Context: an optimization exercise on an open-source flow, tuned for small area. The choices shown serve that exercise and are no tape-out recipe.
Only simulation tests tie the RTL to the original design; equivalence was not proved.
No activity file was given, so power comes from the tool's default toggle rates.

==> flow/design.v <==
`timescale 1ns / 1ps
module FourBitCPU(rst, clk, opcode, address, myinput, myoutput, HLT, s_flag, z_flag, c_flag);
input rst, clk;
input [3:0] opcode;
input [3:0] address;
input [7:0] myinput;
output reg [7:0] myoutput;
output reg HLT, s_flag, z_flag, c_flag;
reg [7:0] memE [0:7];
reg [7:0] memO [0:7];
reg [7:0] stk  [0:7];
reg [3:0] stackPoint;
reg [4:0] progCount;
wire pcDone = (progCount[2:0] == 3'b000);
wire run = !pcDone && !HLT;
wire [7:0] oSel = 8'd1 << address[3:1];
wire [7:0] eSel = address[0] ? {oSel[6:0], oSel[7]} : oSel;
wire [2:0] eIdx = address[3:1] + address[0];
wire [7:0] eVal = memE[eIdx];
wire [7:0] oVal = memO[address[3:1]];
wire       isXchg = (opcode == 4'd2);
wire [7:0] memA  = (address[0] ^ isXchg) ? oVal : eVal;
wire [7:0] mem0  = memE[0];
wire [7:0] spSel  = 8'd1 << stackPoint[2:0];
wire [7:0] stkTop = stk[stackPoint[2:0]];
wire       isSub = (opcode == 4'd1);
wire [7:0] addB  = myinput ^ {8{isSub}};
reg [8:0] cy;
reg [7:0] sum;
integer k;
always @*
begin
  cy[0] = isSub;
  for (k=0; k<8; k=k+1)
  begin
    sum[k] = memA[k] ^ addB[k] ^ cy[k];
    cy[k+1] = (memA[k] & addB[k]) | (cy[k] & (memA[k] ^ addB[k]));
  end
end
wire borrow = !cy[8];
reg [3:0] lut;    
always @*
  case (opcode)
    4'd3:  lut = 4'b1100;    
    4'd5:  lut = 4'b1010;    
    4'd7:  lut = 4'b1000;    
    4'd9:  lut = 4'b1110;    
    4'd10: lut = 4'b0110;    
    4'd14: lut = 4'b0011;    
    default: lut = 4'b1100;  
  endcase
reg [7:0] lres;
integer j;
always @*
  for (j=0; j<8; j=j+1)
    lres[j] = (opcode == 4'd3) ? mem0[j] : lut[{memA[j], myinput[j]}];
wire [7:0] wres = (opcode == 4'd12) ? stkTop : lres;
reg [7:0] res;
always @*
  case (opcode)
    4'd0:  res = sum;
    4'd4:  res = memA >> 1;
    4'd13: res = memA << 1;
    default: res = wres;
  endcase
wire resZero = (lres == 8'd0);
wire memZero = resZero;
wire isPush = (opcode == 4'd11);
wire isPop  = (opcode == 4'd12);
wire wrA    = (opcode == 4'd3) || (opcode == 4'd5) || (opcode == 4'd7) || (opcode == 4'd9) ||
              (opcode == 4'd10) || (opcode == 4'd12) || (opcode == 4'd14);
wire weE = run && (isXchg || (wrA && !address[0]));
wire weO = run && (isXchg || (wrA && address[0]));
wire [7:0] dE = isXchg ? oVal : wres;
wire [7:0] dO = isXchg ? eVal : wres;
wire [7:0] dE0 = dE & {8{!rst}};
wire [7:0] dE1 = dE | {8{rst}};
wire [7:0] dO0 = dO & {8{!rst}};
wire [7:0] dO1 = dO | {8{rst}};
wire stkWe = run && (isPush || isPop);
wire stkK  = rst || isPop;
wire [7:0] dS0 = memA & {8{!stkK}};
wire [7:0] dS1 = memA | {8{stkK}};
wire       dS3a = rst ? 1'b0 : isPop ? !stackPoint[3] : memA[3];
wire       dS3b = rst ? 1'b1 : isPop ? !stackPoint[3] : memA[3];
genvar g;
generate
  for (g=0; g<8; g=g+1)
  begin : bank
    wire enE = rst || (weE && eSel[g]);
    wire enO = rst || (weO && oSel[g]);
    wire [7:0] nE = {dE0[7:4], g[2] ? dE1[3] : dE0[3], g[1] ? dE1[2] : dE0[2],
                     g[0] ? dE1[1] : dE0[1], dE0[0]};
    wire [7:0] nO = {dO0[7:4], g[2] ? dO1[3] : dO0[3], g[1] ? dO1[2] : dO0[2],
                     g[0] ? dO1[1] : dO0[1], dO1[0]};
    wire enS = rst || (stkWe && (isPush ? spSel[(g+1)%8] : spSel[g]));
    wire [7:0] nS = {dS0[7:4], (g >= 6) ? dS3b : dS3a, g[2] ? dS1[2] : dS0[2],
                     g[1] ? dS1[1] : dS0[1], g[0] ? dS1[0] : dS0[0]};
    always @(posedge clk)
    begin
      if (enE) memE[g] <= nE;
      if (enO) memO[g] <= nO;
      if (enS) stk[g] <= nS;
    end
  end
endgenerate
always @(posedge clk)
begin
if (rst)
begin
  c_flag <= 0;
  z_flag <= 0;
  s_flag <= 0;
  myoutput <= 0;
  HLT <= 0;
  progCount <= 5'b00001;
  stackPoint <= 4'b1110;
end
else if (run)
begin
  progCount <= {progCount[3:0], progCount[4] ^ progCount[2]};
  if (opcode != 4'd15) myoutput <= res;
  case (opcode)
  4'd0: begin c_flag <= cy[8]; s_flag <= 1'b0; if (memZero) z_flag <= 1'b1; end
  4'd1: begin c_flag <= borrow; s_flag <= borrow; z_flag <= memZero; end
  4'd3, 4'd7: if (resZero) z_flag <= 1'b1;
  4'd5, 4'd6: z_flag <= resZero;
  4'd8: begin c_flag <= 1'b0; s_flag <= 1'b0; z_flag <= 1'b0; end
  4'd9, 4'd10: begin c_flag <= 1'b0; s_flag <= 1'b0; z_flag <= resZero; end
  4'd11: stackPoint <= stackPoint - 1'b1;
  4'd12: stackPoint <= stackPoint + 1'b1;
  4'd13: z_flag <= memZero;
  4'd15: HLT <= 1'b1;
  default: ;
  endcase
end
end
endmodule
==> flow/config.mk <==
export PLATFORM = sky130hd
export DESIGN_NAME = FourBitCPU
export DESIGN_NICKNAME = FourBitCPU
export VERILOG_FILES = /design/flow/design.v
export SDC_FILE = /design/flow/constraint.sdc
export NUM_CORES = 4
export LEC_CHECK = 0
export CAP_MARGIN = 20
export CORE_MARGIN = 2
export CORE_UTILIZATION = 82
export GPL_TIMING_DRIVEN = 0
export SLEW_MARGIN = 20
==> flow/constraint.sdc <==
create_clock -name core_clock -period 8.0 [get_ports {clk}]
set_input_delay 1.6000 -clock core_clock [delete_from_list [all_inputs] [get_ports {clk}]]
set_output_delay 1.6000 -clock core_clock [all_outputs]
set_load 0.01 [all_outputs]
standard.sh (not shown) runs the stock make flow with config.mk's settings and CLKGATE_MAP_FILE= SYNTH_SCRIPT=/design/flow/synth_recipe.tcl, a recipe that flattens the netlist after the stock synthesis.
==> flow/flow/run.sh <==
#!/bin/bash
# Own flow: the standard layout (standard.sh), with the synthesis script
# swapped for flow/synth.tcl (same as synth_recipe.tcl but a different ABC
# mapping script) and no separate adder mapping. Every tool's output goes to a log file in this folder.
set -euo pipefail
HERE=$(pwd)
export FLOW_ABC_SCRIPT=$HERE/flow/abc_map.script
# check that synth_recipe.tcl is the script we modified
diff <(grep -v '^proc synth' synth_recipe.tcl) <(grep -v '^#\|^proc\|^  \|^}' flow/synth.tcl) > synth_diff.log 2>&1 || true
# Also leave ADDER_MAP_FILE empty, so that ORFS skips its extract_fa/adder
# mapping step and ABC maps the adder logic with everything else.
sed "s#SYNTH_SCRIPT=[^ ]*#SYNTH_SCRIPT=$HERE/flow/synth.tcl ADDER_MAP_FILE=#" standard.sh > my_standard.sh
if [[ -f flow/cts_args ]]; then export CTS_ARGS="$(cat flow/cts_args)"; fi
if [[ -f flow/buffer_ports_args ]]; then export BUFFER_PORTS_ARGS="$(cat flow/buffer_ports_args)"; fi
bash my_standard.sh > flow_run.log 2>&1
==> flow/flow/abc_map.script <==
strash
dch -f
amap
mfs -a
strash
dch -f
amap
topo
==> flow/flow/buffer_ports_args <==
-buffer_cell sky130_fd_sc_hd__buf_1
==> flow/flow/cts_args <==
-sink_clustering_enable -repair_clock_nets -dont_use_dummy_load -buf_list {sky130_fd_sc_hd__clkbuf_4} -sink_clustering_size 10 -sink_clustering_max_diameter 40
==> flow/flow/synth.tcl <==
# The standard flow's synthesis script (synth_recipe.tcl) with one change: the combinational
# logic is mapped by ABC with flow/abc_map.script (area-oriented amap and mfs) instead of
# ORFS's abc_speed/abc_area script. Registers are untouched by ABC.
proc synth {args} { yosys synth -nofsm -noshare {*}$args }
proc abc {args} {
  set i [lsearch -exact $args -script]
  if {$i >= 0} { lset args [expr {$i + 1}] $::env(FLOW_ABC_SCRIPT) }
  yosys abc {*}$args
}
source $::env(SCRIPTS_DIR)/synth.tcl
# left out here: clear keep_hierarchy, flatten, clean up, hide names made inside functions, write 1_2_yosys.v
Then changed:
Settings changed: CAP_MARGIN 20 to 10, CORE_UTILIZATION 82 to 78, PLACE_DENSITY set to 0.8, SLEW_MARGIN 20 to 10.
The new run finished with timing, DRC and antenna clean.
Synthesized area does not change.
Core utilization fell by 4.2 points.
Die area rose by a few percent.
Setup slack gets better by 410 ps.
Then changed:
==> flow/flow/run.sh (replaced) <==
#!/bin/bash
# Own flow: the standard layout (standard.sh), with the synthesis script
# swapped for flow/synth.tcl (same as synth_recipe.tcl but a different ABC
# mapping script). Every tool's output goes to a log file in this folder.
set -euo pipefail
HERE=$(pwd)
export FLOW_ABC_SCRIPT=$HERE/flow/abc_map.script
# check that synth_recipe.tcl is the script we modified
diff <(grep -v '^proc synth' synth_recipe.tcl) <(grep -v '^#\|^proc\|^  \|^}' flow/synth.tcl) > synth_diff.log 2>&1 || true
sed "s#SYNTH_SCRIPT=[^ ]*#SYNTH_SCRIPT=$HERE/flow/synth.tcl#" standard.sh > my_standard.sh
if [[ -f flow/cts_args ]]; then export CTS_ARGS="$(cat flow/cts_args)"; fi
if [[ -f flow/buffer_ports_args ]]; then export BUFFER_PORTS_ARGS="$(cat flow/buffer_ports_args)"; fi
bash my_standard.sh > flow_run.log 2>&1
Settings changed: CAP_MARGIN 10 to 20, CORE_UTILIZATION 78 to 70, PLACE_DENSITY 0.8 to unset, SLEW_MARGIN 10 to 20.
Effect:
- power goes up by 2.1%
- sequential share of layout area goes down by 1.9 points
- global-route usage goes down by 4.4 points
Then changed:
==> flow/flow/run.sh (replaced) <==
#!/bin/bash
# Own flow: the standard layout (standard.sh), with the synthesis script
# swapped for flow/synth.tcl (same as synth_recipe.tcl but a different ABC
# mapping script) and no separate adder mapping. Every tool's output goes to a log file in this folder.
set -euo pipefail
HERE=$(pwd)
export FLOW_ABC_SCRIPT=$HERE/flow/abc_map.script
# check that synth_recipe.tcl is the script we modified
diff <(grep -v '^proc synth' synth_recipe.tcl) <(grep -v '^#\|^proc\|^  \|^}' flow/synth.tcl) > synth_diff.log 2>&1 || true
# Also leave ADDER_MAP_FILE empty, so that ORFS skips its extract_fa/adder
# mapping step and ABC maps the adder logic with everything else.
sed "s#SYNTH_SCRIPT=[^ ]*#SYNTH_SCRIPT=$HERE/flow/synth.tcl ADDER_MAP_FILE=#" standard.sh > my_standard.sh
if [[ -f flow/cts_args ]]; then export CTS_ARGS="$(cat flow/cts_args)"; fi
if [[ -f flow/buffer_ports_args ]]; then export BUFFER_PORTS_ARGS="$(cat flow/buffer_ports_args)"; fi
bash my_standard.sh > flow_run.log 2>&1
Result:
- The changed run finished with timing, DRC and antenna clean
- sequential cell count is unchanged
- count of clock-buffer cells in the layout drops by 1
- cell area drops by a few percent
- non-clock buffer count climbs by 1
- setup slack improves by 780 ps
- hold slack is about the same

-- port drivers added, routing unchanged --
No port has a modelled driver above. Below, the same layouts with a new extraction and two added sets of constraints.
Step 1 sets driving cells, clkbuf_16 on the clock port and buf_2 on the other inputs (assumed; they add their load-dependent delay and slew).
Step 2 also shifts input and output timing later by t, the mid clock arrival at the registers, as if the neighbouring blocks saw the same clock.
Three values: ideal, step 1, step 2; two values: the first two.
run	shift t [ns]	setup slack, ns	worst slew at a driven data input, ns
the first run	0.681	0.599 / 0.614 / -0.068	0.04
the second run	0.658	1.013 / 1.028 / 0.370	0.03
the third run	0.646	0.437 / 0.451 / -0.196	0.03
the fourth run	0.645	1.218 / 1.230 / 0.585	0.04
With both steps, setup timing fails in the first run and the third run, where it was met with ideal ports. The setup slack of the first run, which loses most, moves by +0.015 ns with the drivers and by -0.667 ns with both steps.
